Background: an optimization exercise with open tools, aiming at small area, a short achievable clock period and few clock cycles. Do not read the settings as production practice. Function was not checked in any run shown here: the RTL went through the layout flow alone. No activity file was given, so power comes from the tool's default toggle rates.

$ cat run.sh
#!/bin/bash
# synth_recipe.tcl (not shown) runs the flow's synth.tcl, then flattens the netlist and writes it again
# the make line also repeats each setting of config.mk as NAME=value (left out here)
make -C /OpenROAD-flow-scripts/flow DESIGN_CONFIG=/design/flow/config.mk WORK_HOME=/design/flow/orfs CLKGATE_MAP_FILE= SYNTH_SCRIPT=/design/flow/synth_recipe.tcl finish
$ cat constraint.sdc
create_clock -name core_clock -period 10.0 [get_ports {clk}]
set_input_delay 2.0000 -clock core_clock [delete_from_list [all_inputs] [get_ports {clk}]]
set_output_delay 2.0000 -clock core_clock [all_outputs]
set_load 0.01 [all_outputs]
$ cat design.v
module copyEngine  #(
    parameter DATA_WIDTH       = 64,
    parameter ADDR_WIDTH       = 32,
    parameter LEN              = 16,
    parameter FULL_WORD_SIZE   = DATA_WIDTH / 8
) (
    input                             rstn,
    input                             clk,
    input                             src_dw_sel_i, 
    input                             dst_dw_sel_i, 
    input                             copy_i,
    input                             set_i,
    input        [7:0]                setVal_i,
    input                             flush_i,
    input        [LEN-1:0]            len_i,
    input        [ADDR_WIDTH-1:0]     src_i,
    input        [ADDR_WIDTH-1:0]     dst_i,
    output logic                      done_o,
    output logic                      mem_re_r,
    output logic [ADDR_WIDTH-1:0]     mem_rad_r,
    input                             mem_rreq_rdy,
    input        [DATA_WIDTH-1:0]     mem_rdat,
    input                             mem_rdat_rdy,
    output logic [FULL_WORD_SIZE-1:0] mem_bwe_r,
    output logic [ADDR_WIDTH-1:0]     mem_wad_r,
    output logic [DATA_WIDTH-1:0]     mem_wdat_r,
    input                             mem_wreq_rdy,
    output logic                      flush_r,
    output logic [ADDR_WIDTH-1:0]     cmd_adr_r,
    input                             cmd_rdy
);
    localparam int K  = 4;                
    localparam int PW = $clog2(K);
    logic              idle_r;            
    logic              copy_r;            
    logic              sdw_r, ddw_r;      
    logic [2:0]        sl_r, dl_r;        
    logic              pgt_r;             
    logic [1:0]        t_r;               
    logic              rfirst_r, wfirst_r, prime_r;
    logic              rrem_r;            
    logic              wbusy_r;           
    logic [LEN-1:0]    rcnt_r, wcnt_r;    
    logic [29:0]       sadr_r;            
    logic [29:0]       dadr_r;            
    logic              wv_r;              
    logic [7:0]        bwe_r;
    logic [7:0]        wd_r [6];          
    logic [23:0]       prev_r;            
    logic [K-1:0]      resv_r;            
    logic [PW:0]       wp_r, rp_r;        
    logic [31:0]       fifo_r [K];
    wire [1:0] os = sdw_r ? sl_r[2:1] : sl_r[1:0];
    wire [1:0] od = ddw_r ? dl_r[2:1] : dl_r[1:0];
    wire       raccept = mem_re_r & mem_rreq_rdy;
    wire [2:0] rk      = rfirst_r ? (3'd4 - {1'b0, os}) : 3'd4;
    wire       rmore   = rcnt_r > {{(LEN-3){1'b0}}, rk};
    wire       fne     = (wp_r != rp_r);
    wire       rdone   = ~rrem_r & ~resv_r[0];
    wire       pneed   = copy_r & prime_r & pgt_r;
    wire       pr_base = wbusy_r & ~pneed;
    wire       dok_reg = ~copy_r | fne | rdone;
    wire       hv      = fne | mem_rdat_rdy;
    wire       produce = pr_base & (~wv_r | mem_wreq_rdy) & (dok_reg | mem_rdat_rdy);
    wire       ppop    = pneed & hv;
    wire       pop     = ppop | (produce & copy_r & hv);
    wire       fpush   = mem_rdat_rdy & (fne | ~pop);
    wire       fpop    = pop & fne;
    wire [1:0] lo   = wfirst_r ? od : 2'd0;
    wire [2:0] wk   = 3'd4 - {1'b0, lo};
    wire       last = wcnt_r <= {{(LEN-3){1'b0}}, wk};
    wire [1:0] hi   = last ? (lo + wcnt_r[1:0] - 2'd1) : 2'd3;
    logic [3:0] mask;
    always_comb
        for (int i = 0; i < 4; i++) mask[i] = (i >= lo) && (i <= hi);
    wire [7:0] bwe_n = ddw_r ? {mask[3], mask[3], mask[2], mask[2], mask[1], mask[1], mask[0], mask[0]}
                             : {4'b0, mask};
    wire [31:0] rdin = sdw_r ? {mem_rdat[55:48], mem_rdat[39:32], mem_rdat[23:16], mem_rdat[7:0]}
                             : mem_rdat[31:0];
    wire [55:0] cf = {fifo_r[rp_r[PW-1:0]], prev_r};
    wire [55:0] cr = {rdin, prev_r};
    wire [31:0] alf = cf[8*t_r +: 32];
    wire [31:0] alr = cr[8*t_r +: 32];
    wire [31:0] al  = fne ? alf : alr;
    wire [31:0] head = fne ? fifo_r[rp_r[PW-1:0]] : rdin;
    always_ff @(posedge clk or negedge rstn) begin
        if (~rstn) begin
            idle_r   <= 1'b1;
            copy_r   <= 1'b0;
            mem_re_r <= 1'b0;
            flush_r  <= 1'b0;
            rrem_r   <= 1'b0;
            wbusy_r  <= 1'b0;
            wv_r     <= 1'b0;
            bwe_r    <= 8'd0;
            resv_r   <= '0;
            wp_r     <= '0;
            rp_r     <= '0;
        end
        else begin
            if (idle_r) begin
                idle_r   <= ~(copy_i | set_i | flush_i);
                copy_r   <= copy_i;
                mem_re_r <= copy_i;
                rrem_r   <= copy_i;
                wbusy_r  <= copy_i | set_i;
                flush_r  <= flush_i;
            end
            else begin
                if (flush_r & cmd_rdy) begin
                    flush_r <= 1'b0;
                    idle_r  <= 1'b1;
                end
                if (wv_r & mem_wreq_rdy & ~wbusy_r)
                    idle_r <= 1'b1;
                if (raccept)
                    rrem_r <= rmore;
                if (raccept)
                    mem_re_r <= rmore & (pop ? ~resv_r[K-1] : ~resv_r[K-2]);
                else
                    mem_re_r <= rrem_r & (pop | ~resv_r[K-1]);
                if (produce & last)
                    wbusy_r <= 1'b0;
            end
            if (produce) begin
                bwe_r <= bwe_n;
                wv_r  <= 1'b1;
            end
            else if (mem_wreq_rdy) begin
                bwe_r <= 8'd0;
                wv_r  <= 1'b0;
            end
            if (raccept & ~pop)
                resv_r <= {resv_r[K-2:0], 1'b1};
            else if (~raccept & pop)
                resv_r <= {1'b0, resv_r[K-1:1]};
            if (fpush) wp_r <= wp_r + 1'b1;
            if (fpop)  rp_r <= rp_r + 1'b1;
        end
    end
    always_ff @(posedge clk) begin
        pgt_r <= os > od;
        t_r   <= os - od - 2'd1;
        if (idle_r) begin
            sdw_r    <= src_dw_sel_i;
            ddw_r    <= dst_dw_sel_i;
            sl_r     <= src_i[2:0];
            dl_r     <= dst_i[2:0];
            rfirst_r <= 1'b1;
            wfirst_r <= 1'b1;
            prime_r  <= 1'b1;
            rcnt_r   <= len_i;
            wcnt_r   <= len_i;
            sadr_r   <= src_dw_sel_i ? {1'b0, src_i[31:3]} : src_i[31:2];
            dadr_r   <= (dst_dw_sel_i & ~flush_i) ? {1'b0, dst_i[31:3]} : dst_i[31:2];
            wd_r[0]  <= setVal_i;
            wd_r[1]  <= dst_dw_sel_i ? 8'd0 : setVal_i;
            wd_r[2]  <= setVal_i;
            wd_r[3]  <= dst_dw_sel_i ? 8'd0 : setVal_i;
            wd_r[4]  <= setVal_i;
            wd_r[5]  <= setVal_i;
        end
        else begin
            if (raccept) begin
                rfirst_r <= 1'b0;
                rcnt_r   <= rcnt_r - rk;
                sadr_r   <= sadr_r + 1'b1;
            end
            if (ppop)
                prime_r <= 1'b0;
            if (produce) begin
                wfirst_r <= 1'b0;
                prime_r  <= 1'b0;
                wcnt_r   <= wcnt_r - wk;
            end
            if (wv_r & mem_wreq_rdy)
                dadr_r <= dadr_r + 1'b1;
            if (produce & copy_r) begin
                wd_r[0] <= al[7:0];
                wd_r[1] <= ddw_r ? 8'd0 : al[15:8];
                wd_r[2] <= ddw_r ? al[15:8] : al[23:16];
                wd_r[3] <= ddw_r ? 8'd0 : al[31:24];
                wd_r[4] <= al[23:16];
                wd_r[5] <= al[31:24];
            end
        end
        if (pop)
            prev_r <= head[31:8];
        if (fpush)
            fifo_r[wp_r[PW-1:0]] <= rdin;
    end
    assign done_o     = idle_r;
    assign mem_rad_r  = {2'b0, sadr_r};
    assign mem_wad_r  = {2'b0, dadr_r};
    assign cmd_adr_r  = {dadr_r, dl_r[1:0]};
    assign mem_bwe_r  = bwe_r;
    assign mem_wdat_r = {8'd0, wd_r[5], 8'd0, wd_r[4], wd_r[3], wd_r[2], wd_r[1], wd_r[0]};
endmodule
$ cat config.mk
export PLATFORM = sky130hd
export DESIGN_NAME = copyEngine
export DESIGN_NICKNAME = copyEngine
export VERILOG_FILES = /design/flow/design.v
export SDC_FILE = /design/flow/constraint.sdc
export NUM_CORES = 4
export LEC_CHECK = 0
export CAP_MARGIN = 20
export CORE_MARGIN = 2
export CORE_UTILIZATION = 40
export SLEW_MARGIN = 20
==> impl_metrics.toml, run 1 <==
[outcome]
outcome = "no timing/DRC/antenna violations"

[timing]
setup_viol = 0
min_period_over_period_pct = 41.4
rsz0062_at_grt = "false"
hold_ws_ns = 0.469
setup-tns-final_ns = 0
hold_viol = 0
min_period_ns = 4.14
worst_slew_pin_slew_ns = 0.996
maxSlewViolCount = 0
max_slew_margin_pct = 33.5
max_freq_mhz = 241
fin_skew_ns = 0.0178

[route]
viasPerCell = 5.45
drc = 0
drt_iter0_markers = 854
ant_nets = 0
firstDrtPassIters = 5
wl_um = 48500
wl_per_cell_um = 21.0
num_vias = 12600

[yosys]
synthArstFlopShare_pct = 6.99
yosys_warnings = 2
synth.top_cells.by_count = "edfxtp_1, nand2_1, mux2i_1"
ys_seq_elements = 329
ys_types = 64
synth_area_leader_cell = "edfxtp_1"
synth.most_common_cell = "edfxtp_1"
synthFlopType = "edfxtp_1"
synth_area_leaders = "edfxtp_1, mux4_2, mux2i_1"
ys_seq_area_share_pct = 55.0
synth.top_cell.area_share_pct = 51.0
syn_area_mm2 = 0.0177
synth_edf_count = 300
post_synth_inst_count = 1445
avgSynthCellArea_um2 = 12.2

[setup_path]
crit_type = "flop to output port"
crit_path_start_kind = "flop"
max_stage_delay_ns = 0.94
cpMaxStageDelayCell = "dfstp_4"
required_ns = 8.00
cp_cell_sequence = "clkdlybuf4s50_1"
critPathBufInv = 1
path_delay_family = "flip-flops"
cp_data_arrival_time_ns = 2.14
crit_fanout = 48
cp-end-kind = "output port"

[worst_hold_path]
hold_class = "flop to flop"

[power_and_ir_drop]
seqPwrFrac_pct = 41.8
p_sw_w = 0.00119
swShare_pct = 29.5
p_int_w = 0.00284
power.density_mw_per_mm2 = 182
power_leakage_nw = 7.72
combinationalPowerShare_pct = 24.4
vdd_drop_max_mv = 0.146
p_clk_share_pct = 33.8
finalPower_w = 0.00403

[die]
die_w_um = 214
ios = 334
fp-row-count = 76
initial_utilization_pct = 40.7
dieArea_mm2 = 0.0458
die_h_um = 214
coreArea_mm2 = 0.0434

[cells_and_area]
nFillCells = 3825
final_nets = 1879
synthToLayoutAreaGrowth_pct = 25.2
register_area_mm2 = 0.00971
multi_input_area_mm2 = 0.00710
drive_gt1_share_pct = 11.3

[clock_tree]
ctsResizeCount = 0
root_buffer = "clkbuf_16"
cts-buffers-inserted = 39
tritoncts = "yes"
post_cts_buffers = 0
ctsHoldBuffers = 0
clkTransAtPathRegs_ns = 0.05
cts_htree_levels = 2
clk-insertion-delay-late_ns = 0.54
cts_sinks = 329
clockBufferDepth = 3

[job]
maxCapViolCount = 0

[placed_design]
port_buffers = 297
dp_hpwl_um = 35000
place_congestion = 0.876

[global_route]
globalRouteOverflowTotal = 0
grt_usage_pct = 20.8
antenna_found_initial = 1
grt_pass1_wl_um = 73800
grt_max_degree = 78
grt_pass1_vias = 12100
-- area by class of cell --
| class | count | share of cell area [%] |
|---|---|---|
| flip-flops and latches | 329 | 43.9 |
| multi-input cells | 951 | 32.1 |
| repair buffers | 320 | 14.2 |
| clock buffers | 49 | 4.87 |
| well taps | 585 | 3.31 |
| inverters | 52 | 0.889 |
| clock inverters | 21 | 0.657 |
| diodes | 1 | 0.0113 |
-- cells by family after synthesis --
| group | count (synthesis) | share of synthesized area (%) |
|---|---|---|
| muxes | 161 | 12.6 |
| DFF | 329 | 55.0 |
| and+or+nand+nor | 377 | 10.4 |
| other | 1 | 0.0212 |
| AOI/OAI and AO/OA | 289 | 10.7 |
| adders and majority gates | 23 | 1.71 |
| xor gates and xnor gates | 81 | 4.27 |
| buffers and inverters | 184 | 5.32 |
-- worst register-to-register path, stage by stage, from the launching register on --
cell,delay (ns)
edfxtp_1,0.71
mux2i_1,0.38
nand2b_1,0.27
inv_1,0.07
ha_1,0.29
inv_1,0.10
ha_1,0.24
nor2b_1,0.13
o21ai_1,0.49
nand4_1,0.22
xnor2_1,0.18
mux2_2,0.26
-- cells in the final DEF, fill, tap and decap left out, types with 41 or more instances in the layout --
cell / synthesis / routed
clkbuf_16: 0 / 41
mux2_2: 49 / 49
edfxtp_1: 300 / 300
clkdlybuf4s50_1: 0 / 296
a21oi_1: 62 / 62
xnor2_1: 54 / 54
o21ai_0: 60 / 59
nand2_1: 128 / 127
mux2i_1: 69 / 69
inv_1: 52 / 51
nor2_1: 67 / 67
-- routing by layer --
metal,vias up,routed length (µm),GRT usage [%],part of all wire (%)
met5,-,18,0,0.037
met2,471,22700,33.8,47
met4,2,905,5.21,1.9
li1,5944,-,-,-
met1,6110,21500,28.3,44
met3,52,3390,4.52,7.0
-- metrics by stage --
| step | setup WS, ns | instances | util [%] | area, µm² |
|---|---|---|---|---|
| 3_5_place_dp | 5.41 | 2237 | 48.2 | 20900 |
| 2_1_floorplan | 3.52 | 1464 | - | 17700 |
| 4_1_cts | 5.81 | 2307 | 51.0 | 22100 |
| 6_report | 5.86 | 2308 | 51.0 | 22100 |
| 3_3_place_gp | 5.40 | 2237 | 48.2 | 20900 |
| 5_1_grt | 5.78 | 2307 | 51.0 | 22100 |
-- worst paths after layout --
check                                        end  slack [ns]  cells past startpoint             startpoint
min in group asynchronous    rp_r[2]$_DFFE_PN0P_        1.46                      1                   rstn
max                                       done_o        5.86                      1       idle_r$_DFF_PN1_
max in group asynchronous    rp_r[0]$_DFFE_PN0P_        8.11                      1                   rstn
min reg2reg                rfirst_r$_SDFFE_PP1P_        0.47                      2  rfirst_r$_SDFFE_PP1P_
max reg2reg                 wcnt_r[13]$_DFFE_PP_        6.43                     11        ddw_r$_DFFE_PP_
min                        rfirst_r$_SDFFE_PP1P_        0.47                      2  rfirst_r$_SDFFE_PP1P_
-- sequential cells by signal (all words and copies together), names as in the netlist, 2 cells and up --
name and cells:
fifo_r 128, wd_r 48, dadr_r 30, sadr_r 30, prev_r 24, rcnt_r 16, wcnt_r 16, bwe_r 6
resv_r 4, dl_r 3, rp_r 3, sl_r 3, wp_r 3, t_r 2
-- power by group through the flow --
stage | Clock (W) | Sequential [W] | Combinational [W]
5_1_grt | 0.00145 | 0.00169 | 0.00108
6_report | 0.00136 | 0.00168 | 0.000981
3_5_place_dp | 0 | 0.00171 | 0.000986
3_3_place_gp | 0 | 0.00171 | 0.000975
2_1_floorplan | 0 | 0.00171 | 0.000706
4_1_cts | 0.00140 | 0.00169 | 0.000989
==> inputs of run 2 (changes only) <==
==> flow/run.sh (new file) <==
#!/bin/bash
bash standard.sh "BUFFER_PORTS_ARGS=-buffer_cell sky130_fd_sc_hd__buf_2" SETUP_SLACK_MARGIN=7 finish > standard.log 2>&1
==> standard.sh (new file) <==
#!/bin/bash
# synth_recipe.tcl (not shown) runs the flow's synth.tcl, then flattens the netlist and writes it again
# the make line also repeats each setting of config.mk as NAME=value (left out here)
make -C /OpenROAD-flow-scripts/flow DESIGN_CONFIG=/design/flow/config.mk WORK_HOME=/design/flow/orfs CLKGATE_MAP_FILE= SYNTH_SCRIPT=/design/flow/synth_recipe.tcl "${@:-finish}"
removed: run.sh
==> impl_metrics.toml, run 2 <==
[clock_tree]
clkTransAtPathRegs_ns = 0.06
tritoncts = "yes"
cts_htree_levels = 2
clockBufferDepth = 3
ctsHoldBuffers = 0
clk-insertion-delay-late_ns = 0.57
cts_sinks = 329
cts-buffers-inserted = 40
root_buffer = "clkbuf_16"

[timing]
fin_skew_ns = 0.0215
hold_ws_ns = 0.468
setup_viol = 0
min_period_over_period_pct = 33.1
hold_viol = 0
worst_slew_pin_slew_ns = 0.975
fin_ws_ns = 6.69
rsz0062_at_grt = "true"
setup-tns-final_ns = 0
maxSlewViolCount = 0
max_slew_margin_pct = 35.0
min_period_ns = 3.31
max_freq_mhz = 302

[yosys]
ys_seq_area_share_pct = 55.0
synthArstFlopShare_pct = 6.99
synth.top_cell.area_share_pct = 51.0
synth_edf_count = 300
synth_area_leader_cell = "edfxtp_1"
post_synth_inst_count = 1445
syn_area_mm2 = 0.0177
synth.most_common_cell = "edfxtp_1"
synth_area_leaders = "edfxtp_1, mux4_2, mux2i_1"
ys_seq_elements = 329
ys_types = 64
synthFlopType = "edfxtp_1"
synth.top_cells.by_count = "edfxtp_1, nand2_1, mux2i_1"
avgSynthCellArea_um2 = 12.2
yosys_warnings = 2

[setup_path]
cp_cell_sequence = "buf_6"
crit_path_start_kind = "flop"
crit_fanout = 2
crit_type = "flop to output port"
cpMaxStageDelayCell = "dfstp_4"
path_delay_family = "flip-flops"
cp_data_arrival_time_ns = 1.31
cp-end-kind = "output port"
critPathBufInv = 1
max_stage_delay_ns = 0.65
required_ns = 8.00

[route]
drc = 0
firstDrtPassIters = 5
drt_iter0_markers = 1093
wl_um = 50900
viasPerCell = 5.49
num_vias = 13300
wl_per_cell_um = 21.0
ant_nets = 0

[die]
die_h_um = 214
die_w_um = 214
fp-row-count = 76
initial_utilization_pct = 40.7
dieArea_mm2 = 0.0458
coreArea_mm2 = 0.0434
ios = 334

[job]
maxCapViolCount = 0

[power_and_ir_drop]
power.density_mw_per_mm2 = 188
p_clk_share_pct = 34.4
combinationalPowerShare_pct = 25.3
vdd_drop_max_mv = 0.132
power_leakage_nw = 8.68
p_sw_w = 0.00128
seqPwrFrac_pct = 40.3
swShare_pct = 30.5
p_int_w = 0.00291

[global_route]
grt_max_degree = 74
antenna_found_initial = 7
grt_pass1_vias = 12600
grt_pass1_wl_um = 75300
globalRouteOverflowTotal = 0
grt_usage_pct = 21.3

[cells_and_area]
final_cells = 2429
postLayoutCellArea_mm2 = 0.0223
largest_reg_flops = 128
final_common_cell = "edfxtp_1"
final_nets = 1995
layout_common_cells = "edfxtp_1, buf_2, nand2_1, buf_4, nor2_1"
drive_gt1_share_pct = 35.2
synthToLayoutAreaGrowth_pct = 26.1

[placed_design]
port_buffers = 297
place_congestion = 0.877
dp_cells = 2230
post-place-ws_ns = 6.04
dp_hpwl_um = 33500
place_area_mm2 = 0.0195

[outcome]
outcome = "no timing/DRC/antenna violations"

[worst_hold_path]
hold_class = "flop to flop"
-- run 2: cell counts after synthesis --
No cell type changed its count.
-- run 2: repair_timing --
action,in CTS,in global routing
setup buffers,82,30
gates resized for setup,62,43
pin swaps,11,9
gates cloned,8,2
setup endpoints to repair,498,341
-- run 2: cell families after synthesis --
logic type | synth area share, %
AOI/OAI and AO/OA | 10.7
other | 0.0212
and+or+nand+nor | 10.4
xor gates and xnor gates | 4.27
muxes | 12.6
buffers and inverters | 5.32
DFF | 55.0
adders and majority gates | 1.71
-- run 2: power by group through the flow --
stage | Sequential [W] | Combinational [W] | Clock, W
after floorplan | 0.00170 | 0.000730 | 0
after global placement | 0.00171 | 0.000964 | 0
after detailed placement | 0.00171 | 0.000980 | 0
after CTS | 0.00169 | 0.00105 | 0.00148
after global routing | 0.00169 | 0.00115 | 0.00152
final | 0.00168 | 0.00106 | 0.00144
-- run 2: worst paths after layout --
check | from | to | slack [ns] | depth (start not counted)
min in group asynchronous | rstn | rp_r[1]$_DFFE_PN0P_ | 1.42 | 1
setup reg to reg | sdw_r$_DFFE_PP_ | rcnt_r[13]$_DFFE_PP_ | 7.09 | 11
max in group asynchronous | rstn | rp_r[0]$_DFFE_PN0P_ | 8.18 | 1
hold / removal | rfirst_r$_SDFFE_PP1P_ | rfirst_r$_SDFFE_PP1P_ | 0.47 | 2
setup / recovery | idle_r$_DFF_PN1_ | done_o | 6.69 | 1
hold reg to reg | rfirst_r$_SDFFE_PP1P_ | rfirst_r$_SDFFE_PP1P_ | 0.47 | 2
-- run 2: metal layers --
metal	global-route usage [%]	vias to the layer above	routed length (µm)	part of all wire (%)
met4	8.45	4	1680	3.3
met2	34.7	543	24100	47
met3	4.10	91	3510	6.9
met5	0	-	23	0.045
met1	28.2	6509	21600	42
li1	-	6183	-	-
-- run 2: final cells by class --
cell class                 count  area [µm²]
clock buffer                  49        1030
fill                        3785       21100
antenna                        4        10.0
clock inverter                24         254
timing repair inverter         1        7.51
multi-input combinational    959        7550
timing repair buffer         426        2760
tap                          585         732
inverter                      52         200
sequential                   329        9710
-- run 2: worst register-to-register path, stage by stage (launching register included) --
cell	delay (ns)
edfxtp_1	0.44
buf_12	0.17
mux2i_4	0.16
ha_2	0.18
nor2b_1	0.05
ha_2	0.20
or4_4	0.54
buf_6	0.15
nor2_1	0.16
nand4_1	0.17
xnor2_1	0.17
mux2_2	0.26
-- run 2: stage by stage --
step | power (W) | util [%]
finish | 0.00418 | 51.3
global route | 0.00437 | 51.3
floorplan | 0.00243 | -
CTS | 0.00421 | 50.4
global placement | 0.00267 | 45.1
detailed placement | 0.00269 | 45.1
==> inputs of run 3 (changes only) <==
==> flow/run.sh (replaced) <==
#!/bin/bash
bash standard.sh "BUFFER_PORTS_ARGS=-buffer_cell sky130_fd_sc_hd__buf_1" SETUP_SLACK_MARGIN=7 TNS_END_PERCENT=10 finish > standard.log 2>&1
==> impl_metrics.toml, run 3 <==
[placed_design]
dp_cells = 2234
dp_hpwl_um = 33400
place_congestion = 0.856
port_buffers = 297

[setup_path]
critPathBufInv = 1
max_stage_delay_ns = 0.65
regToRegStartpoint = "idle_r$_DFF_PN1_"
cpMaxStageDelayCell = "dfstp_4"
crit_fanout = 2
worst-r2r-cell-count = 8
cp-end-kind = "output port"
cp_cell_sequence = "buf_6"
cp_data_arrival_time_ns = 1.33
reg2reg_to = "mem_re_r$_DFF_PN0_"
ff2ff_setup_slack_ns = 6.91
critPathCapture = "done_o"
crit_type = "flop to output port"
worst-path-stages = 1
cp-startpoint = "idle_r$_DFF_PN1_"
crit_path_start_kind = "flop"
path_delay_family = "flip-flops"
required_ns = 8.00

[cells_and_area]
nFillCells = 3935
final_cells = 2340
multi_input_area_mm2 = 0.00733
layout_common_cells = "edfxtp_1, buf_1, nand2_1, nor2_1, mux2i_1"
drive_gt1_share_pct = 14.2
synthToLayoutAreaGrowth_pct = 17.8
largest_reg_flops = 128
register_area_mm2 = 0.00971
final_nets = 1907
final_common_cell = "edfxtp_1"

[yosys]
ys_types = 64
synth.top_cell.area_share_pct = 51.0
ys_seq_elements = 329
syn_area_mm2 = 0.0177
synth.most_common_cell = "edfxtp_1"
synthArstFlopShare_pct = 6.99
ys_seq_area_share_pct = 55.0
synth_area_leader_cell = "edfxtp_1"
synth_area_leaders = "edfxtp_1, mux4_2, mux2i_1"
yosys_warnings = 2
synthFlopType = "edfxtp_1"
post_synth_inst_count = 1445
synth_edf_count = 300
synth.top_cells.by_count = "edfxtp_1, nand2_1, mux2i_1"
avgSynthCellArea_um2 = 12.2

[clock_tree]
cts_htree_levels = 2
clk-insertion-delay-late_ns = 0.57
clkTransAtPathRegs_ns = 0.06
ctsHoldBuffers = 0
root_buffer = "clkbuf_16"
cts_sinks = 329
clockBufferDepth = 3
cts-buffers-inserted = 39
tritoncts = "yes"

[worst_hold_path]
hold_class = "flop to flop"
holdCritStartpoint = "rfirst_r$_SDFFE_PP1P_"

[timing]
setup_viol = 0
rsz0062_at_grt = "true"
fin_skew_ns = 0.0193
min_period_over_period_pct = 33.3
max_slew_margin_pct = 44.1
max_freq_mhz = 300
setup-tns-final_ns = 0
min_period_ns = 3.33
worst_slew_pin_slew_ns = 0.838
hold_viol = 0
maxSlewViolCount = 0

[route]
wl_per_cell_um = 21.4
viasPerCell = 5.53
drt_iter0_markers = 1065
drc = 0
firstDrtPassIters = 5
num_vias = 12900
wl_um = 50000
ant_nets = 0

[global_route]
grt_usage_pct = 20.8
grt_pass1_vias = 12400
antenna_found_initial = 5
grt_pass1_wl_um = 74400
globalRouteOverflowTotal = 0
grt_max_degree = 78

[die]
die_w_um = 214
die_h_um = 214
fp-row-count = 76
coreArea_mm2 = 0.0434
ios = 334
initial_utilization_pct = 40.7
dieArea_mm2 = 0.0458

[job]
maxCapViolCount = 0

[outcome]
outcome = "no timing/DRC/antenna violations"

[power_and_ir_drop]
power_leakage_nw = 7.14
vdd_drop_max_mv = 0.174
power.density_mw_per_mm2 = 198
finalPower_w = 0.00412
==> run 3: cell counts after synthesis <==
Identical to the previous run, type by type.
==> run 3: routing by layer <==
| metal | up-vias | global-route usage, % | wire (µm) |
|---|---|---|---|
| met5 | - | 0 | 28 |
| met4 | 4 | 5.58 | 1020 |
| met3 | 69 | 4.47 | 3720 |
| met2 | 521 | 33.9 | 23900 |
| met1 | 6347 | 28.2 | 21400 |
| li1 | 5997 | - | - |
==> run 3: cell type report <==
type	instances	area share (%)
diodes	3	0.0361
clock buffers	46	4.87
clock inverters	26	1.18
inverters	52	0.962
multi-input cells	958	35.2
flip-flops and latches	329	46.7
well taps	585	3.52
repair buffers	340	7.48
repair inverters	1	0.0361
==> run 3: through the flow <==
step	setup slack (ns)	hold WS, ns	area (µm²)	utilization (%)
2_1_floorplan	6.23	0.440	17800	-
3_3_place_gp	5.80	0.450	19000	43.9
3_5_place_dp	5.78	0.462	19000	43.9
4_1_cts	6.63	0.470	20400	47.1
5_1_grt	6.64	0.516	20800	48.0
6_report	6.67	0.465	20800	48.0
==> run 3: worst min path at each step <==
stage | end | slack, ns | cells after the start
global route | prime_r$_SDFFE_PP1P_ | 0.52 | 2
floorplan | rfirst_r$_SDFFE_PP1P_ | 0.44 | 2
finish | rfirst_r$_SDFFE_PP1P_ | 0.46 | 2
detailed placement | rfirst_r$_SDFFE_PP1P_ | 0.46 | 2
CTS | rfirst_r$_SDFFE_PP1P_ | 0.47 | 2
global placement | rfirst_r$_SDFFE_PP1P_ | 0.45 | 2
==> run 3: what timing repair did <==
action,4_1_cts,5_1_grt
resized for setup,22,35
endpoints found under the setup margin,554,534
cloned,0,9
pin swaps,1,15
buffers inserted,7,15
==> run 3: logic make-up (layout without fill, tap and decap cells) <==
logic type / Yosys count / in the layout / synth area share [%]
fa+ha+maj: 23 / 23 / 1.71
flops: 329 / 329 / 55.0
compound gates: 289 / 289 / 10.7
xor+xnor: 81 / 81 / 4.27
buf+inv: 184 / 465 / 5.32
mux: 161 / 161 / 12.6
other cells: 1 / 23 / 0.0212
simple gates: 377 / 384 / 10.4
==> run 3: where the power goes <==
group	switching [W]	total [W]	internal, W
sequential	0.0000338	0.00169	0.00165
clock	0.000594	0.00140	0.000809
combinational	0.000663	0.00104	0.000372
total	0.00129	0.00412	0.00283
==> inputs of run 4 (changes only) <==
--- a/design.v
+++ b/design.v
@@ -32,12 +32,15 @@
     localparam int K  = 4;                
     localparam int PW = $clog2(K);
     logic              idle_r;            
+    logic              busy_r;            
     logic              copy_r;            
     logic              sdw_r, ddw_r;      
-    logic [2:0]        sl_r, dl_r;        
+    logic [1:0]        os_r, od_r;        
+    logic [1:0]        ro_r, wo_r;        
+    logic [1:0]        dl_r;              
     logic              pgt_r;             
     logic [1:0]        t_r;               
-    logic              rfirst_r, wfirst_r, prime_r;
+    logic              prime_r;
     logic              rrem_r;            
     logic              wbusy_r;           
     logic [LEN-1:0]    rcnt_r, wcnt_r;    
@@ -50,11 +53,10 @@
     logic [K-1:0]      resv_r;            
     logic [PW:0]       wp_r, rp_r;        
     logic [31:0]       fifo_r [K];
-    wire [1:0] os = sdw_r ? sl_r[2:1] : sl_r[1:0];
-    wire [1:0] od = ddw_r ? dl_r[2:1] : dl_r[1:0];
     wire       raccept = mem_re_r & mem_rreq_rdy;
-    wire [2:0] rk      = rfirst_r ? (3'd4 - {1'b0, os}) : 3'd4;
-    wire       rmore   = rcnt_r > {{(LEN-3){1'b0}}, rk};
+    wire [2:0] rsum    = {1'b0, rcnt_r[1:0]} + {1'b0, ro_r};
+    wire       rmore   = (rcnt_r[LEN-1:3] != 0) | ({1'b0, rcnt_r[2:0]} + {2'b0, ro_r} > 4'd4);
+    wire [LEN-1:0] rcnt_n = {rsum[2] ? rcnt_r[LEN-1:2] : rcnt_r[LEN-1:2] - 1'b1, rsum[1:0]};
     wire       fne     = (wp_r != rp_r);
     wire       rdone   = ~rrem_r & ~resv_r[0];
     wire       pneed   = copy_r & prime_r & pgt_r;
@@ -66,10 +68,11 @@
     wire       pop     = ppop | (produce & copy_r & hv);
     wire       fpush   = mem_rdat_rdy & (fne | ~pop);
     wire       fpop    = pop & fne;
-    wire [1:0] lo   = wfirst_r ? od : 2'd0;
-    wire [2:0] wk   = 3'd4 - {1'b0, lo};
-    wire       last = wcnt_r <= {{(LEN-3){1'b0}}, wk};
-    wire [1:0] hi   = last ? (lo + wcnt_r[1:0] - 2'd1) : 2'd3;
+    wire [1:0] lo   = wo_r;
+    wire [2:0] wsum = {1'b0, wcnt_r[1:0]} + {1'b0, lo};
+    wire       last = (wcnt_r[LEN-1:3] == 0) & ({1'b0, wcnt_r[2:0]} + {2'b0, lo} <= 4'd4);
+    wire [1:0] hi   = last ? (wsum[1:0] - 2'd1) : 2'd3;
+    wire [LEN-1:0] wcnt_n = {wsum[2] ? wcnt_r[LEN-1:2] : wcnt_r[LEN-1:2] - 1'b1, wsum[1:0]};
     logic [3:0] mask;
     always_comb
         for (int i = 0; i < 4; i++) mask[i] = (i >= lo) && (i <= hi);
@@ -86,6 +89,7 @@
     always_ff @(posedge clk or negedge rstn) begin
         if (~rstn) begin
             idle_r   <= 1'b1;
+            busy_r   <= 1'b0;
             copy_r   <= 1'b0;
             mem_re_r <= 1'b0;
             flush_r  <= 1'b0;
@@ -100,6 +104,7 @@
         else begin
             if (idle_r) begin
                 idle_r   <= ~(copy_i | set_i | flush_i);
+                busy_r   <= copy_i | set_i | flush_i;
                 copy_r   <= copy_i;
                 mem_re_r <= copy_i;
                 rrem_r   <= copy_i;
@@ -110,9 +115,12 @@
                 if (flush_r & cmd_rdy) begin
                     flush_r <= 1'b0;
                     idle_r  <= 1'b1;
+                    busy_r  <= 1'b0;
                 end
-                if (wv_r & mem_wreq_rdy & ~wbusy_r)
+                if (wv_r & mem_wreq_rdy & ~wbusy_r) begin
                     idle_r <= 1'b1;
+                    busy_r <= 1'b0;
+                end
                 if (raccept)
                     rrem_r <= rmore;
                 if (raccept)
@@ -139,15 +147,16 @@
         end
     end
     always_ff @(posedge clk) begin
-        pgt_r <= os > od;
-        t_r   <= os - od - 2'd1;
+        pgt_r <= os_r > od_r;
+        t_r   <= os_r - od_r - 2'd1;
         if (idle_r) begin
             sdw_r    <= src_dw_sel_i;
             ddw_r    <= dst_dw_sel_i;
-            sl_r     <= src_i[2:0];
-            dl_r     <= dst_i[2:0];
-            rfirst_r <= 1'b1;
-            wfirst_r <= 1'b1;
+            os_r     <= src_dw_sel_i ? src_i[2:1] : src_i[1:0];
+            od_r     <= dst_dw_sel_i ? dst_i[2:1] : dst_i[1:0];
+            ro_r     <= src_dw_sel_i ? src_i[2:1] : src_i[1:0];
+            wo_r     <= dst_dw_sel_i ? dst_i[2:1] : dst_i[1:0];
+            dl_r     <= dst_i[1:0];
             prime_r  <= 1'b1;
             rcnt_r   <= len_i;
             wcnt_r   <= len_i;
@@ -162,16 +171,16 @@
         end
         else begin
             if (raccept) begin
-                rfirst_r <= 1'b0;
-                rcnt_r   <= rcnt_r - rk;
+                ro_r     <= 2'd0;
+                rcnt_r   <= rcnt_n;
                 sadr_r   <= sadr_r + 1'b1;
             end
             if (ppop)
                 prime_r <= 1'b0;
             if (produce) begin
-                wfirst_r <= 1'b0;
+                wo_r     <= 2'd0;
                 prime_r  <= 1'b0;
-                wcnt_r   <= wcnt_r - wk;
+                wcnt_r   <= wcnt_n;
             end
             if (wv_r & mem_wreq_rdy)
                 dadr_r <= dadr_r + 1'b1;
@@ -189,7 +198,7 @@
         if (fpush)
             fifo_r[wp_r[PW-1:0]] <= rdin;
     end
-    assign done_o     = idle_r;
+    assign done_o     = ~busy_r;
     assign mem_rad_r  = {2'b0, sadr_r};
     assign mem_wad_r  = {2'b0, dadr_r};
     assign cmd_adr_r  = {dadr_r, dl_r[1:0]};
==> impl_metrics.toml, run 4 <==
[power_and_ir_drop]
vdd_drop_max_mv = 0.129
seqPwrFrac_pct = 40.5
p_int_w = 0.00292
swShare_pct = 31.0
power_leakage_nw = 7.27
p_clk_share_pct = 32.5
combinationalPowerShare_pct = 27.0
p_sw_w = 0.00131
power.density_mw_per_mm2 = 201

[yosys]
ys_types = 73
synth_area_leaders = "edfxtp_1, mux2i_1, mux4_2"
synth.top_cell.area_share_pct = 52.0
avgSynthCellArea_um2 = 12.6
synth_area_leader_cell = "edfxtp_1"
syn_area_mm2 = 0.0176
synth.most_common_cell = "edfxtp_1"
ys_seq_elements = 332
synthArstFlopShare_pct = 7.23
post_synth_inst_count = 1395
yosys_warnings = 2
synth_edf_count = 304
ys_seq_area_share_pct = 55.9
synthFlopType = "edfxtp_1"
synth.top_cells.by_count = "edfxtp_1, nand2_1, nor2_1"

[setup_path]
path_delay_family = "flip-flops"
cp_cell_sequence = "clkbuf_2"
reg2reg_to = "wd_r[3][4]$_DFFE_PP_"
worst-path-stages = 1
crit_type = "flop to output port"
critPathBufInv = 1
cpMaxStageDelayCell = "edfxtp_1"
regToRegStartpoint = "wp_r[2]$_DFFE_PN0N_"
cp-end-kind = "output port"
crit_fanout = 5
worst-r2r-cell-count = 5
critPathCapture = "cmd_adr_r[8]"
max_stage_delay_ns = 0.48
cp-startpoint = "dadr_r[6]$_DFFE_PP_"
cp_data_arrival_time_ns = 1.25
required_ns = 8.00
crit_path_start_kind = "flop"
ff2ff_setup_slack_ns = 7.09

[route]
drt_iter0_markers = 1154
wl_um = 51000
ant_nets = 0
wl_per_cell_um = 22.0
viasPerCell = 5.56
drc = 0
num_vias = 12900
firstDrtPassIters = 5

[clock_tree]
tritoncts = "yes"
clkTransAtPathRegs_ns = 0.06
clockBufferDepth = 3
clk-insertion-delay-late_ns = 0.55
cts_sinks = 332
cts_htree_levels = 2
ctsHoldBuffers = 0
cts-buffers-inserted = 37
root_buffer = "clkbuf_16"

[placed_design]
dp_hpwl_um = 33500
place_area_mm2 = 0.0189
port_buffers = 297
place_congestion = 0.815
post-place-ws_ns = 5.77

[job]
maxCapViolCount = 0

[timing]
maxSlewViolCount = 0
max_slew_margin_pct = 41.6
min_period_over_period_pct = 32.5
worst_slew_pin_slew_ns = 0.875
setup_viol = 0
fin_ws_ns = 6.75
hold_ws_ns = 0.513
hold_viol = 0
fin_skew_ns = 0.0238
min_period_ns = 3.25
max_freq_mhz = 307
setup-tns-final_ns = 0
rsz0062_at_grt = "true"

[cells_and_area]
drive_gt1_share_pct = 17.6
final_nets = 1881
final_common_cell = "edfxtp_1"
synthToLayoutAreaGrowth_pct = 19.6
finish.utilization_pct = 48.6
largest_reg_flops = 128
nFillCells = 3852
register_area_mm2 = 0.00982
postLayoutCellArea_mm2 = 0.0210
layout_common_cells = "edfxtp_1, buf_1, nand2_1, nor2_1, mux2i_1"
multi_input_area_mm2 = 0.00728

[outcome]
outcome = "no timing/DRC/antenna violations"

[die]
dieArea_mm2 = 0.0456
coreArea_mm2 = 0.0432
fp-row-count = 76
ios = 334
initial_utilization_pct = 40.7
die_w_um = 214
die_h_um = 214

[global_route]
antenna_found_initial = 7
grt_pass1_wl_um = 71900
globalRouteOverflowTotal = 0
grt_usage_pct = 20.9
grt_pass1_vias = 11800
grt_max_degree = 73

[worst_hold_path]
hold_class = "flop to flop"
-- run 4: changes by cell type in the layout (fill, tap and decap cells not counted), sizes merged, moves of 9 or more --
cell	previous run	this run
clkbuf	47	63
nand2	128	91
clkinv	23	11
o211ai	17	8
a31oi	25	13
buf	339	354
nor2	67	85
o21ai	63	75
-- run 4: cells by family after synthesis --
logic type / Yosys count / synth area share (%)
xor+xnor: 82 / 4.45
mux: 171 / 13.2
compound gates: 270 / 9.98
other cells: 1 / 0.0214
flops: 332 / 55.9
fa+ha+maj: 20 / 1.51
simple gates: 341 / 9.71
buf+inv: 178 / 5.30
-- run 4: per-stage QoR --
stage	power, W	cells
global placement	0.00268	2179
global route	0.00439	2315
CTS	0.00415	2256
floorplan	0.00244	1414
detailed placement	0.00270	2179
finish	0.00423	2315
-- run 4: area by class of cell --
class                   instances  share of cell area (%)
flip-flops and latches        332                    46.8
multi-input cells             914                    34.7
repair buffers                366                    8.34
clock buffers                  51                    4.76
well taps                     585                    3.49
clock inverters                17                    1.03
inverters                      46                   0.870
repair inverters                1                  0.0358
diodes                          3                  0.0358
-- run 4: how the worst min path moves through the flow --
stage                    startpoint              endpoint  slack, ns  cells past startpoint
6_report         busy_r$_DFFE_PN0P_    busy_r$_DFFE_PN0P_       0.51                      1
3_3_place_gp   prime_r$_SDFFE_PP1P_  prime_r$_SDFFE_PP1P_       0.47                      2
5_1_grt          busy_r$_DFFE_PN0P_    busy_r$_DFFE_PN0P_       0.53                      1
4_1_cts        prime_r$_SDFFE_PP1P_  prime_r$_SDFFE_PP1P_       0.50                      2
2_1_floorplan  prime_r$_SDFFE_PP1P_  prime_r$_SDFFE_PP1P_       0.46                      2
3_5_place_dp   prime_r$_SDFFE_PP1P_  prime_r$_SDFFE_PP1P_       0.50                      2
-- run 4: per-layer routing --
layer / GRT usage (%) / vias to the layer above / part of all wire [%]
li1: - / 5905 / -
met1: 28.9 / 6324 / 42
met2: 34.0 / 576 / 48
met3: 3.72 / 72 / 7.9
met4: 5.72 / 4 / 2.3
met5: 0 / - / 0.067
-- run 4: what timing repair did --
item                                    CTS  global route
pin swaps                                 5            13
gates resized for setup                  14            66
setup buffers                             4            50
gates cloned                              5             6
endpoints found under the setup margin  470           443
-- run 4: power groups by stage --
| stage | registers (W) | logic (W) | clock network, W |
|---|---|---|---|
| 6_report | 0.00171 | 0.00114 | 0.00138 |
| 4_1_cts | 0.00171 | 0.00103 | 0.00141 |
| 5_1_grt | 0.00172 | 0.00121 | 0.00146 |
| 2_1_floorplan | 0.00172 | 0.000718 | 0 |
| 3_3_place_gp | 0.00173 | 0.000954 | 0 |
| 3_5_place_dp | 0.00173 | 0.000965 | 0 |
==> inputs of run 5 (changes only) <==
==> flow/run.sh (replaced) <==
#!/bin/bash
bash standard.sh "BUFFER_PORTS_ARGS=-buffer_cell sky130_fd_sc_hd__buf_1" SETUP_SLACK_MARGIN=7 TNS_END_PERCENT=10 "CTS_ARGS=-sink_clustering_enable -repair_clock_nets -dont_use_dummy_load" finish > standard.log 2>&1
--- a/config.mk
+++ b/config.mk
@@ -7,5 +7,5 @@
 export LEC_CHECK = 0
 export CAP_MARGIN = 20
 export CORE_MARGIN = 2
-export CORE_UTILIZATION = 40
+export CORE_UTILIZATION = 65
 export SLEW_MARGIN = 20
==> impl_metrics.toml, run 5 <==
[clock_tree]
root_buffer = "clkbuf_16"
cts_sinks = 332
clockBufferDepth = 3
cts-buffers-inserted = 36
tritoncts = "yes"
clk-insertion-delay-late_ns = 0.52
clkTransAtPathRegs_ns = 0.06
cts_htree_levels = 2
ctsHoldBuffers = 0

[power_and_ir_drop]
power.density_mw_per_mm2 = 197
combinationalPowerShare_pct = 29.3
p_int_w = 0.00277
seqPwrFrac_pct = 42.9
p_sw_w = 0.00126
p_clk_share_pct = 27.8
swShare_pct = 31.3
vdd_drop_max_mv = 0.198
power_leakage_nw = 7.13

[die]
initial_utilization_pct = 65.7
fp-row-count = 60
coreArea_mm2 = 0.0267
dieArea_mm2 = 0.0283
ios = 334
die_w_um = 168
die_h_um = 168

[placed_design]
dp_hpwl_um = 29900
place_area_mm2 = 0.0186
dp_cells = 1937
port_buffers = 297
place_congestion = 0.878

[setup_path]
critPathBufInv = 1
cp_data_arrival_time_ns = 1.17
required_ns = 8.00
path_delay_family = "flip-flops"
max_stage_delay_ns = 0.44
cp-startpoint = "sadr_r[4]$_DFFE_PP_"
crit_fanout = 5
cp-end-kind = "output port"
cp_cell_sequence = "buf_1"
crit_type = "flop to output port"
cpMaxStageDelayCell = "edfxtp_1"
regToRegStartpoint = "wp_r[1]$_DFFE_PN0N_"
crit_path_start_kind = "flop"

[global_route]
antenna_found_initial = 5
grt_max_degree = 70
globalRouteOverflowTotal = 0
grt_pass1_wl_um = 67700
grt_usage_pct = 31.3
grt_pass1_vias = 11900

[timing]
fin_skew_ns = 0.0351
max_slew_margin_pct = 28.7
rsz0062_at_grt = "true"
max_freq_mhz = 316
hold_viol = 0
min_period_over_period_pct = 31.7
maxSlewViolCount = 0
min_period_ns = 3.17
worst_slew_pin_slew_ns = 1.07
setup-tns-final_ns = 0
setup_viol = 0

[route]
drc = 0
firstDrtPassIters = 7
wl_per_cell_um = 22.6
ant_nets = 0
drt_iter0_markers = 1552
num_vias = 13000
wl_um = 45900
viasPerCell = 6.37

[yosys]
synthFlopType = "edfxtp_1"
synth.top_cells.by_count = "edfxtp_1, nand2_1, nor2_1"
synth_area_leader_cell = "edfxtp_1"
synthArstFlopShare_pct = 7.23
post_synth_inst_count = 1395
synth_area_leaders = "edfxtp_1, mux2i_1, mux4_2"
synth.most_common_cell = "edfxtp_1"
ys_types = 73
synth.top_cell.area_share_pct = 52.0
syn_area_mm2 = 0.0176
synth_edf_count = 304
yosys_warnings = 2
avgSynthCellArea_um2 = 12.6
ys_seq_elements = 332
ys_seq_area_share_pct = 55.9

[cells_and_area]
largest_reg_flops = 128
finish.utilization_pct = 76.8
nFillCells = 1763
multi_input_area_mm2 = 0.00739
drive_gt1_share_pct = 17.4
synthToLayoutAreaGrowth_pct = 16.9
postLayoutCellArea_mm2 = 0.0205
layout_common_cells = "edfxtp_1, buf_1, nand2_1, nor2_1, mux2i_1"
final_cells = 2034
register_area_mm2 = 0.00982
final_nets = 1872
final_common_cell = "edfxtp_1"

[outcome]
outcome = "no timing/DRC/antenna violations"

[worst_hold_path]
holdCritStartpoint = "resv_r[1]$_DFFE_PN0P_"
hold_class = "flop to flop"

[job]
maxCapViolCount = 0
## run 5: cell types whose count changed in the layout (fill, tap and decap cells not counted), moves of 4 or more
cell / previous run / this run
a41oi_2: 2 / 7
mux2_4: 4 / 11
a41oi_1: 8 / 3
clkbuf_1: 12 / 0
buf_4: 61 / 54
mux2_2: 50 / 43
clkbuf_2: 11 / 6
bufinv_16: 4 / 0
clkinv_2: 6 / 0
## run 5: cell families (layout without fill, tap and decap cells)
group / count (synthesis) / in the layout / synth area share [%]
AO/OA/AOI/OAI: 270 / 270 / 9.98
buffers and inverters: 178 / 444 / 5.30
flip-flops: 332 / 332 / 55.9
adder cells (fa/ha/maj): 20 / 20 / 1.51
multiplexers: 171 / 171 / 13.2
AND/OR/NAND/NOR: 341 / 346 / 9.71
other: 1 / 26 / 0.0214
XOR/XNOR: 82 / 84 / 4.45
## run 5: path summary, 6_finish.rpt
check                           cells after the start               endpoint  slack [ns]
worst max register to register                      5   wd_r[5][7]$_DFFE_PP_        7.09
worst max-delay path                                1           mem_rad_r[4]        6.83
max in group asynchronous                           2       idle_r$_DFF_PN1_        8.23
worst min-delay path                                2  resv_r[1]$_DFFE_PN0P_        0.51
worst min register to register                      2  resv_r[1]$_DFFE_PN0P_        0.51
min in group asynchronous                           2   bwe_r[3]$_DFFE_PN0P_        1.46
## run 5: metal layers
metal	GRT usage, %	up-vias	wire, µm
met4	13.9	0	1860
met3	6.54	133	4380
met5	0	-	0
met1	42.7	6237	17900
li1	-	5831	-
met2	49.1	760	21800
## run 5: stage by stage
step / total power (W) / worst slack, ns / hold WS (ns)
global placement: 0.00266 / 5.85 / 0.476
global route: 0.00416 / 6.81 / 0.552
floorplan: 0.00244 / 6.26 / 0.464
CTS: 0.00390 / 6.81 / 0.514
finish: 0.00403 / 6.83 / 0.509
detailed placement: 0.00269 / 5.81 / 0.502
## run 5: power groups by stage
stage	registers [W]	clock network [W]	logic, W
2_1_floorplan	0.00172	0	0.000718
3_3_place_gp	0.00174	0	0.000920
3_5_place_dp	0.00175	0	0.000941
4_1_cts	0.00173	0.00113	0.00105
5_1_grt	0.00174	0.00118	0.00124
6_report	0.00173	0.00112	0.00118
## run 5: layout make-up
cell class / count / share of cell area [%]
Timing Repair inverter: 1 / 0.0366
Tap cell: 341 / 2.08
Clock buffer: 36 / 4.39
Antenna cell: 6 / 0.0732
Timing Repair Buffer: 361 / 8.66
Sequential cell: 332 / 47.9
Multi-Input combinational cell: 911 / 36.0
Inverter: 46 / 0.896
## run 5: tightest hold or removal path: stages (launching register included)
cell and delay, ns:
dfrtp_1 0.36, nand2_1 0.05, o21ai_0 0.06
## run 5: timing repair
action,4_1_cts,5_1_grt
pin swaps,8,30
cloned,7,1
gates resized for setup,32,94
setup endpoints to repair,488,431
buffers inserted,15,32
==> inputs of run 6 (changes only) <==
--- a/design.v
+++ b/design.v
@@ -36,14 +36,14 @@
     logic              copy_r;            
     logic              sdw_r, ddw_r;      
     logic [1:0]        os_r, od_r;        
-    logic [1:0]        ro_r, wo_r;        
+    logic [1:0]        wo_r;              
     logic [1:0]        dl_r;              
     logic              pgt_r;             
     logic [1:0]        t_r;               
     logic              prime_r;
-    logic              rrem_r;            
+    logic              dneg_r;            
     logic              wbusy_r;           
-    logic [LEN-1:0]    rcnt_r, wcnt_r;    
+    logic [LEN-1:0]    wcnt_r;            
     logic [29:0]       sadr_r;            
     logic [29:0]       dadr_r;            
     logic              wv_r;              
@@ -54,11 +54,14 @@
     logic [PW:0]       wp_r, rp_r;        
     logic [31:0]       fifo_r [K];
     wire       raccept = mem_re_r & mem_rreq_rdy;
-    wire [2:0] rsum    = {1'b0, rcnt_r[1:0]} + {1'b0, ro_r};
-    wire       rmore   = (rcnt_r[LEN-1:3] != 0) | ({1'b0, rcnt_r[2:0]} + {2'b0, ro_r} > 4'd4);
-    wire [LEN-1:0] rcnt_n = {rsum[2] ? rcnt_r[LEN-1:2] : rcnt_r[LEN-1:2] - 1'b1, rsum[1:0]};
+    wire       wbig    = wcnt_r[LEN-1:5] != 0;                         
+    wire [3:0] wn      = ({1'b0, wcnt_r[4:0]} + {4'b0, wo_r} + 6'd3) >> 2;
+    wire [3:0] pw      = wn + {3'b0, prime_r & pgt_r} - {3'b0, dneg_r};
+    wire [2:0] nresv   = {2'b0, resv_r[0]} + {2'b0, resv_r[1]} + {2'b0, resv_r[2]} + {2'b0, resv_r[3]};
+    wire       rrem    = copy_r & wbusy_r & (wbig | (pw > {1'b0, nresv}));
+    wire       rmore   = copy_r & wbusy_r & (wbig | (pw > {1'b0, nresv} + 4'd1));
     wire       fne     = (wp_r != rp_r);
-    wire       rdone   = ~rrem_r & ~resv_r[0];
+    wire       rdone   = ~rrem & ~resv_r[0];
     wire       pneed   = copy_r & prime_r & pgt_r;
     wire       pr_base = wbusy_r & ~pneed;
     wire       dok_reg = ~copy_r | fne | rdone;
@@ -86,6 +89,12 @@
     wire [31:0] alr = cr[8*t_r +: 32];
     wire [31:0] al  = fne ? alf : alr;
     wire [31:0] head = fne ? fifo_r[rp_r[PW-1:0]] : rdin;
+    wire [1:0] os_i = src_dw_sel_i ? src_i[2:1] : src_i[1:0];
+    wire [1:0] od_i = dst_dw_sel_i ? dst_i[2:1] : dst_i[1:0];
+    wire [2:0] ls_i = {1'b0, os_i} + {1'b0, len_i[1:0]};
+    wire [2:0] ld_i = {1'b0, od_i} + {1'b0, len_i[1:0]};
+    wire [1:0] cs_i = (ls_i == 0) ? 2'd0 : (ls_i <= 4) ? 2'd1 : 2'd2;
+    wire [1:0] cd_i = (ld_i == 0) ? 2'd0 : (ld_i <= 4) ? 2'd1 : 2'd2;
     always_ff @(posedge clk or negedge rstn) begin
         if (~rstn) begin
             idle_r   <= 1'b1;
@@ -93,7 +102,6 @@
             copy_r   <= 1'b0;
             mem_re_r <= 1'b0;
             flush_r  <= 1'b0;
-            rrem_r   <= 1'b0;
             wbusy_r  <= 1'b0;
             wv_r     <= 1'b0;
             bwe_r    <= 8'd0;
@@ -107,7 +115,6 @@
                 busy_r   <= copy_i | set_i | flush_i;
                 copy_r   <= copy_i;
                 mem_re_r <= copy_i;
-                rrem_r   <= copy_i;
                 wbusy_r  <= copy_i | set_i;
                 flush_r  <= flush_i;
             end
@@ -122,11 +129,9 @@
                     busy_r <= 1'b0;
                 end
                 if (raccept)
-                    rrem_r <= rmore;
-                if (raccept)
                     mem_re_r <= rmore & (pop ? ~resv_r[K-1] : ~resv_r[K-2]);
                 else
-                    mem_re_r <= rrem_r & (pop | ~resv_r[K-1]);
+                    mem_re_r <= rrem & (pop | ~resv_r[K-1]);
                 if (produce & last)
                     wbusy_r <= 1'b0;
             end
@@ -147,18 +152,17 @@
         end
     end
     always_ff @(posedge clk) begin
-        pgt_r <= os_r > od_r;
         t_r   <= os_r - od_r - 2'd1;
         if (idle_r) begin
             sdw_r    <= src_dw_sel_i;
             ddw_r    <= dst_dw_sel_i;
-            os_r     <= src_dw_sel_i ? src_i[2:1] : src_i[1:0];
-            od_r     <= dst_dw_sel_i ? dst_i[2:1] : dst_i[1:0];
-            ro_r     <= src_dw_sel_i ? src_i[2:1] : src_i[1:0];
-            wo_r     <= dst_dw_sel_i ? dst_i[2:1] : dst_i[1:0];
+            os_r     <= os_i;
+            od_r     <= od_i;
+            pgt_r    <= os_i > od_i;
+            dneg_r   <= ({1'b0, cs_i} - {1'b0, os_i > od_i} - {1'b0, cd_i}) == 3'b111;
+            wo_r     <= od_i;
             dl_r     <= dst_i[1:0];
             prime_r  <= 1'b1;
-            rcnt_r   <= len_i;
             wcnt_r   <= len_i;
             sadr_r   <= src_dw_sel_i ? {1'b0, src_i[31:3]} : src_i[31:2];
             dadr_r   <= (dst_dw_sel_i & ~flush_i) ? {1'b0, dst_i[31:3]} : dst_i[31:2];
@@ -171,8 +175,6 @@
         end
         else begin
             if (raccept) begin
-                ro_r     <= 2'd0;
-                rcnt_r   <= rcnt_n;
                 sadr_r   <= sadr_r + 1'b1;
             end
             if (ppop)
==> impl_metrics.toml, run 6 <==
[global_route]
grt_pass1_wl_um = 63700
globalRouteOverflowTotal = 0
grt_pass1_vias = 11800
grt_max_degree = 94
grt_usage_pct = 31.2
antenna_found_initial = 6

[setup_path]
crit_path_start_kind = "input pin"
crit_type = "input pin to flop"
cp-end-kind = "flop"
ff2ff_setup_slack_ns = 5.90
required_ns = 10.24
cp_data_arrival_time_ns = 4.47
crit_fanout = 3

[clock_tree]
clkTransAtPathRegs_ns = 0.06
cts_htree_levels = 2
clk-insertion-delay-late_ns = 0.51
tritoncts = "yes"
cts_sinks = 314
cts-buffers-inserted = 34
clockBufferDepth = 3
root_buffer = "clkbuf_16"
ctsHoldBuffers = 0

[die]
dieArea_mm2 = 0.0266
coreArea_mm2 = 0.0250
fp-row-count = 58
die_w_um = 163
ios = 334
die_h_um = 163
initial_utilization_pct = 65.6

[route]
wl_um = 42100
top_layer_used = "met5"
wl_met3_um = 3100
ant_nets = 0
dr_wl_met2_um = 21600
drc = 0
wl_per_cell_um = 20.9
num_vias = 12300
drt_iter0_markers = 1264
viasPerCell = 6.13
drt-met1-wl_um = 15600
firstDrtPassIters = 6

[yosys]
post_synth_inst_count = 1366
avgSynthCellArea_um2 = 12.0
synth_area_leaders = "edfxtp_1, mux4_2, nand2_1"
synth_edf_count = 288
synth.top_cells.by_count = "edfxtp_1, nand2_1, nor2_1"
synth_area_leader_cell = "edfxtp_1"
ys_types = 68
synth.top_cell.area_share_pct = 52.6
synthFlopType = "edfxtp_1"
synth.most_common_cell = "edfxtp_1"
yosys_warnings = 2
syn_area_mm2 = 0.0164
ys_seq_elements = 314
synthArstFlopShare_pct = 7.32
ys_seq_area_share_pct = 56.5

[timing]
min_period_ns = 4.24
max_freq_mhz = 236
hold_viol = 0
worst_slew_pin_slew_ns = 0.995
min_period_over_period_pct = 42.4
rsz0062_at_grt = "true"
fin_skew_ns = 0.0363
setup-tns-final_ns = 0
hold_ws_ns = 0.455
maxSlewViolCount = 0
setup_viol = 0
max_slew_margin_pct = 33.1

[cells_and_area]
largest_reg_flops = 128
drive_gt1_share_pct = 14.1
final_common_cell = "buf_1"
final_nets = 1883
postLayoutCellArea_mm2 = 0.0194
synthToLayoutAreaGrowth_pct = 18.0
nFillCells = 1621
layout_common_cells = "buf_1, edfxtp_1, nand2_1, nor2_1, a21oi_1"

[job]
maxCapViolCount = 0

[power_and_ir_drop]
power.density_mw_per_mm2 = 158
vdd_drop_max_mv = 0.183
p_int_w = 0.00232
p_clk_share_pct = 34.1
seqPwrFrac_pct = 51.8
power_leakage_nw = 7.15
p_sw_w = 0.000738
combinationalPowerShare_pct = 14.0
swShare_pct = 24.1

[placed_design]
port_buffers = 297
dp_hpwl_um = 27500
place_area_mm2 = 0.0176
place_congestion = 0.898

[worst_hold_path]
hold_class = "flop to flop"

[outcome]
outcome = "no timing/DRC/antenna violations"
==> run 6: cell types whose count changed in the layout (fill, tap and decap cells not counted), moves of 11 or more <==
| cell | before | now |
|---|---|---|
| edfxtp_1 | 304 | 288 |
| o22ai_1 | 6 | 26 |
| a21oi_1 | 59 | 74 |
| nand2_1 | 90 | 146 |
| and3_1 | 8 | 19 |
| nand4_1 | 30 | 11 |
| nor2_1 | 84 | 97 |
| inv_1 | 38 | 50 |
| mux2i_1 | 66 | 44 |
| o31ai_1 | 27 | 9 |
==> run 6: cells by family after synthesis <==
family | count (synthesis) | synth area share, %
other cells | 1 | 0.0228
compound gates | 246 | 9.05
fa+ha+maj | 43 | 3.62
simple gates | 386 | 11.0
xor+xnor | 81 | 4.32
mux | 123 | 10.3
buf+inv | 172 | 5.22
flops | 314 | 56.5
==> run 6: layer usage <==
metal	track usage, %	vias up
met5	0	-
met4	13.2	2
met3	4.79	116
met2	53.8	612
met1	39.6	6013
li1	-	5581
==> run 6: critical path, stage by stage <==
cell and delay, ns:
buf_8 0.08, buf_12 0.10, mux2i_4 0.24, inv_2 0.08, buf_6 0.11, buf_4 0.12
buf_4 0.13, buf_4 0.13, buf_4 0.12, buf_4 0.13, buf_6 0.11, buf_4 0.12
buf_4 0.12, buf_4 0.12, buf_4 0.13, buf_4 0.12, buf_4 0.12, buf_4 0.13
buf_4 0.12, buf_4 0.12
==> run 6: area by class of cell <==
type                       count  area [µm²]  area share, %
antenna                        5        12.5         0.0645
clock buffer                  34         851           4.39
inverter                      57         214           1.10
multi-input combinational    899        6640           34.3
sequential                   314        9290           47.9
tap                          330         413           2.13
timing repair buffer         372        1960           10.1
==> run 6: final timing paths <==
check                               startpoint  depth (start not counted)                    to
max                               src_dw_sel_i                         20     os_r[0]$_DFFE_PP_
min                          od_r[1]$_DFFE_PP_                          1        t_r[1]$_DFF_P_
max reg2reg                wcnt_r[1]$_DFFE_PP_                         15  wd_r[4][7]$_DFFE_PP_
min reg2reg                  od_r[1]$_DFFE_PP_                          1        t_r[1]$_DFF_P_
max in group asynchronous                 rstn                          2      idle_r$_DFF_PN1_
min in group asynchronous                 rstn                          2   rp_r[2]$_DFFE_PN0P_
==> run 6: metrics by stage <==
stage	power, W	std cells	setup WS [ns]	util, %
6_report	0.00306	2011	5.76	77.4
5_1_grt	0.00317	2009	5.70	77.4
4_1_cts	0.00308	1996	5.87	76.7
3_5_place_dp	0.00202	1914	4.82	70.2
3_3_place_gp	0.00200	1914	4.91	70.2
2_1_floorplan	0.00188	1385	5.37	-
==> run 6: power groups by stage <==
stage | Sequential (W) | Combinational (W) | Clock (W)
floorplan | 0.00160 | 0.000276 | 0
global placement | 0.00161 | 0.000396 | 0
detailed placement | 0.00161 | 0.000405 | 0
CTS | 0.00159 | 0.000424 | 0.00106
global route | 0.00159 | 0.000468 | 0.00110
finish | 0.00159 | 0.000430 | 0.00105
==> run 6: repair_timing <==
item | in CTS | in global routing
buffers inserted | 41 | 8
cloned | 7 | 1
setup endpoints to repair | 421 | 438
resized for setup | 43 | 20
pin swaps | 16 | 11
==> inputs of run 7 (changes only) <==
==> flow/run.sh (replaced) <==
#!/bin/bash
bash standard.sh "BUFFER_PORTS_ARGS=-buffer_cell sky130_fd_sc_hd__buf_1" SETUP_SLACK_MARGIN=7 TNS_END_PERCENT=10 finish > standard.log 2>&1
--- a/config.mk
+++ b/config.mk
@@ -7,5 +7,5 @@
 export LEC_CHECK = 0
 export CAP_MARGIN = 20
 export CORE_MARGIN = 2
-export CORE_UTILIZATION = 65
+export CORE_UTILIZATION = 40
 export SLEW_MARGIN = 20
==> impl_metrics.toml, run 7 <==
[yosys]
synthFlopType = "edfxtp_1"
synth_edf_count = 288
ys_types = 68
yosys_warnings = 2
post_synth_inst_count = 1366
synth_area_leader_cell = "edfxtp_1"
synthArstFlopShare_pct = 7.32
synth.top_cell.area_share_pct = 52.6
avgSynthCellArea_um2 = 12.0
synth_area_leaders = "edfxtp_1, mux4_2, nand2_1"
ys_seq_elements = 314
synth.top_cells.by_count = "edfxtp_1, nand2_1, nor2_1"
ys_seq_area_share_pct = 56.5
synth.most_common_cell = "edfxtp_1"
syn_area_mm2 = 0.0164

[global_route]
globalRouteOverflowTotal = 0
grt_max_degree = 86
antenna_found_initial = 1
grt_pass1_vias = 11600
grt_pass1_wl_um = 67100
grt_usage_pct = 20.7

[timing]
maxSlewViolCount = 0
setup_viol = 0
hold_viol = 0
setup-tns-final_ns = 0
fin_skew_ns = 0.0102
min_period_over_period_pct = 40.9
min_period_ns = 4.09
rsz0062_at_grt = "true"
max_slew_margin_pct = 38.3
max_freq_mhz = 244
worst_slew_pin_slew_ns = 0.926

[route]
drc = 0
num_vias = 11800
drt_iter0_markers = 905
firstDrtPassIters = 5
viasPerCell = 5.32
ant_nets = 0
wl_um = 45000
wl_per_cell_um = 20.3

[outcome]
outcome = "no timing/DRC/antenna violations"

[setup_path]
cpMaxStageDelayCell = "mux2i_1"
critPathBufInv = 2
crit_top_cell = "fa_1"
cp_cell_sequence = "clkbuf_4 -> mux2i_1 -> fa_1 -> nand2b_1 -> ha_1 -> inv_1 -> fa_2 -> fa_1 -> nand2_1 -> nor2_1"
crit_type = "input pin to flop"
worst-r2r-cell-count = 15
cp-end-kind = "flop"
path_delay_family = "adder cells"
cp_data_arrival_time_ns = 4.40
crit_path_start_kind = "input pin"
required_ns = 10.30
max_stage_delay_ns = 0.53
worst-path-stages = 10
crit_fanout = 6

[die]
die_w_um = 207
die_h_um = 207
coreArea_mm2 = 0.0406
initial_utilization_pct = 40.4
fp-row-count = 74
ios = 334
dieArea_mm2 = 0.0427

[cells_and_area]
largest_reg_flops = 128
postLayoutCellArea_mm2 = 0.0197
final_nets = 1864
finish.utilization_pct = 48.6
final_cells = 2219
synthToLayoutAreaGrowth_pct = 20.1
final_common_cell = "buf_1"
drive_gt1_share_pct = 13.8
layout_common_cells = "buf_1, edfxtp_1, nand2_1, nor2_1, a21oi_1"

[clock_tree]
cts_sinks = 314
clockBufferDepth = 3
cts-buffers-inserted = 37
root_buffer = "clkbuf_16"
cts_htree_levels = 2
tritoncts = "yes"
clk-insertion-delay-late_ns = 0.55
clkTransAtPathRegs_ns = 0.06

[placed_design]
place_area_mm2 = 0.0179
port_buffers = 297
place_congestion = 0.857
dp_cells = 2119
dp_hpwl_um = 31000

[worst_hold_path]
hold_class = "flop to flop"
holdPathStages = 1

[job]
maxCapViolCount = 0

[power_and_ir_drop]
power_leakage_nw = 7.19
power.density_mw_per_mm2 = 168
finalPower_w = 0.00332
vdd_drop_max_mv = 0.108
-- run 7: cell counts after synthesis --
No cell type changed its count.
-- run 7: cell type report --
type / instances / area, µm²
inverters: 57 / 214
multi-input cells: 899 / 6580
repair buffers: 350 / 1790
well taps: 532 / 666
diodes: 1 / 2.50
flip-flops and latches: 314 / 9290
fillers: 3700 / 20900
clock inverters: 19 / 154
clock buffers: 47 / 1030
-- run 7: repair_timing --
item,CTS,global route
cloned,9,0
setup endpoints to repair,378,437
hold endpoints to repair,0,0
resized for setup,41,13
pin swaps,12,1
hold buffers,0,0
buffers inserted,15,8
-- run 7: worst reg2reg max path: stages (launching register included) --
cell and delay, ns:
edfxtp_1 0.43, inv_2 0.11, ha_4 0.20, or2_4 0.23, fa_2 0.39, xnor2_4 0.18
ha_4 0.30, inv_2 0.03, o311a_1 0.34, or3_4 0.35, a2111oi_4 0.44, o211ai_4 0.14
o21ai_4 0.21, buf_6 0.16, buf_12 0.12, buf_16 0.12
-- run 7: kinds of logic (layout without fill, tap and decap cells) --
logic type,count (synthesis),count (layout),share of synthesized area [%]
AO/OA/AOI/OAI,246,246,9.05
multiplexers,123,123,10.3
XOR/XNOR,81,81,4.32
adder cells (fa/ha/maj),43,43,3.62
flip-flops,314,314,56.5
buffers and inverters,172,473,5.22
other,1,21,0.0228
AND/OR/NAND/NOR,386,386,11.0
-- run 7: path summary, 6_finish.rpt --
check	startpoint	end	slack [ns]
worst min register to register	prime_r$_SDFFE_PP1P_	prime_r$_SDFFE_PP1P_	0.47
max in group asynchronous	rstn	idle_r$_DFF_PN1_	8.27
worst max-delay path	dst_dw_sel_i	dneg_r$_DFFE_PP_	5.91
worst min-delay path	prime_r$_SDFFE_PP1P_	prime_r$_SDFFE_PP1P_	0.47
worst max register to register	wo_r[1]$_SDFFCE_PN0P_	wd_r[2][0]$_DFFE_PP_	5.97
min in group asynchronous	rstn	wp_r[2]$_DFFE_PN0N_	1.44
-- run 7: per-stage QoR --
step,worst slack (ns),hold slack (ns)
after floorplan,5.37,0.432
after global placement,4.87,0.451
after detailed placement,4.85,0.465
after CTS,5.90,0.479
after global routing,5.84,0.497
final,5.91,0.474
-- run 7: report_power, final --
part / switching [W] / internal (W) / leakage, nW / total, W
sequential: 0.0000244 / 0.00156 / 3.07 / 0.00158
combinational: 0.000265 / 0.000161 / 3.55 / 0.000426
clock: 0.000547 / 0.000763 / 0.576 / 0.00131
-- run 7: per-layer routing --
metal  routed length, µm  global-route usage, %  up-vias  part of all wire, %
met5                   0                      0        -                    0
li1                    -                      -     5562                    -
met4                1370                   7.50        0                  3.0
met3                2640                   3.67       68                  5.9
met2               22400                   35.7      405                   50
met1               18600                   26.2     5781                   41

==> re-timing with driven ports <==
How much do the figures lean on ideal ports? The routed layouts below were timed once more, with nothing changed but the port constraints.
Step 1, drivers: a clkbuf_16 drives clk and a buf_2 each remaining input, both assumed.
Step 2 also shifts input and output timing later by t, the mid clock arrival at the registers, as if the neighbouring blocks saw the same clock.
Three values: ideal ports, drivers, drivers and shift; two values: the first two.
| run | shift t [ns] | slack for setup (ns) | latest minus earliest clock arrival (ns) | worst slew at a driven data input, ns |
|---|---|---|---|---|
| run 1 | 0.585 | 5.857 / 5.806 / 5.407 | 0.018 / 0.019 | 0.10 |
| run 2 | 0.615 | 6.690 / 6.635 / 6.447 | 0.022 / 0.023 | 0.09 |
| run 3 | 0.615 | 6.671 / 6.619 / 6.164 | 0.021 / 0.022 | 0.11 |
| run 4 | 0.595 | 6.747 / 6.687 / 6.227 | 0.026 / 0.026 | 0.12 |
| run 5 | 0.555 | 6.832 / 6.781 / 6.320 | 0.037 / 0.037 | 0.10 |
| run 6 | 0.549 | 5.764 / 5.768 / 5.219 | 0.040 / 0.040 | 0.11 |
| run 7 | 0.593 | 5.906 / 5.907 / 5.315 | 0.011 / 0.011 | 0.09 |
After both steps every run listed still meets setup and hold. For run 7, which loses most, drivers alone change the setup slack by +0.001 ns; drivers and shift together by -0.591 ns.
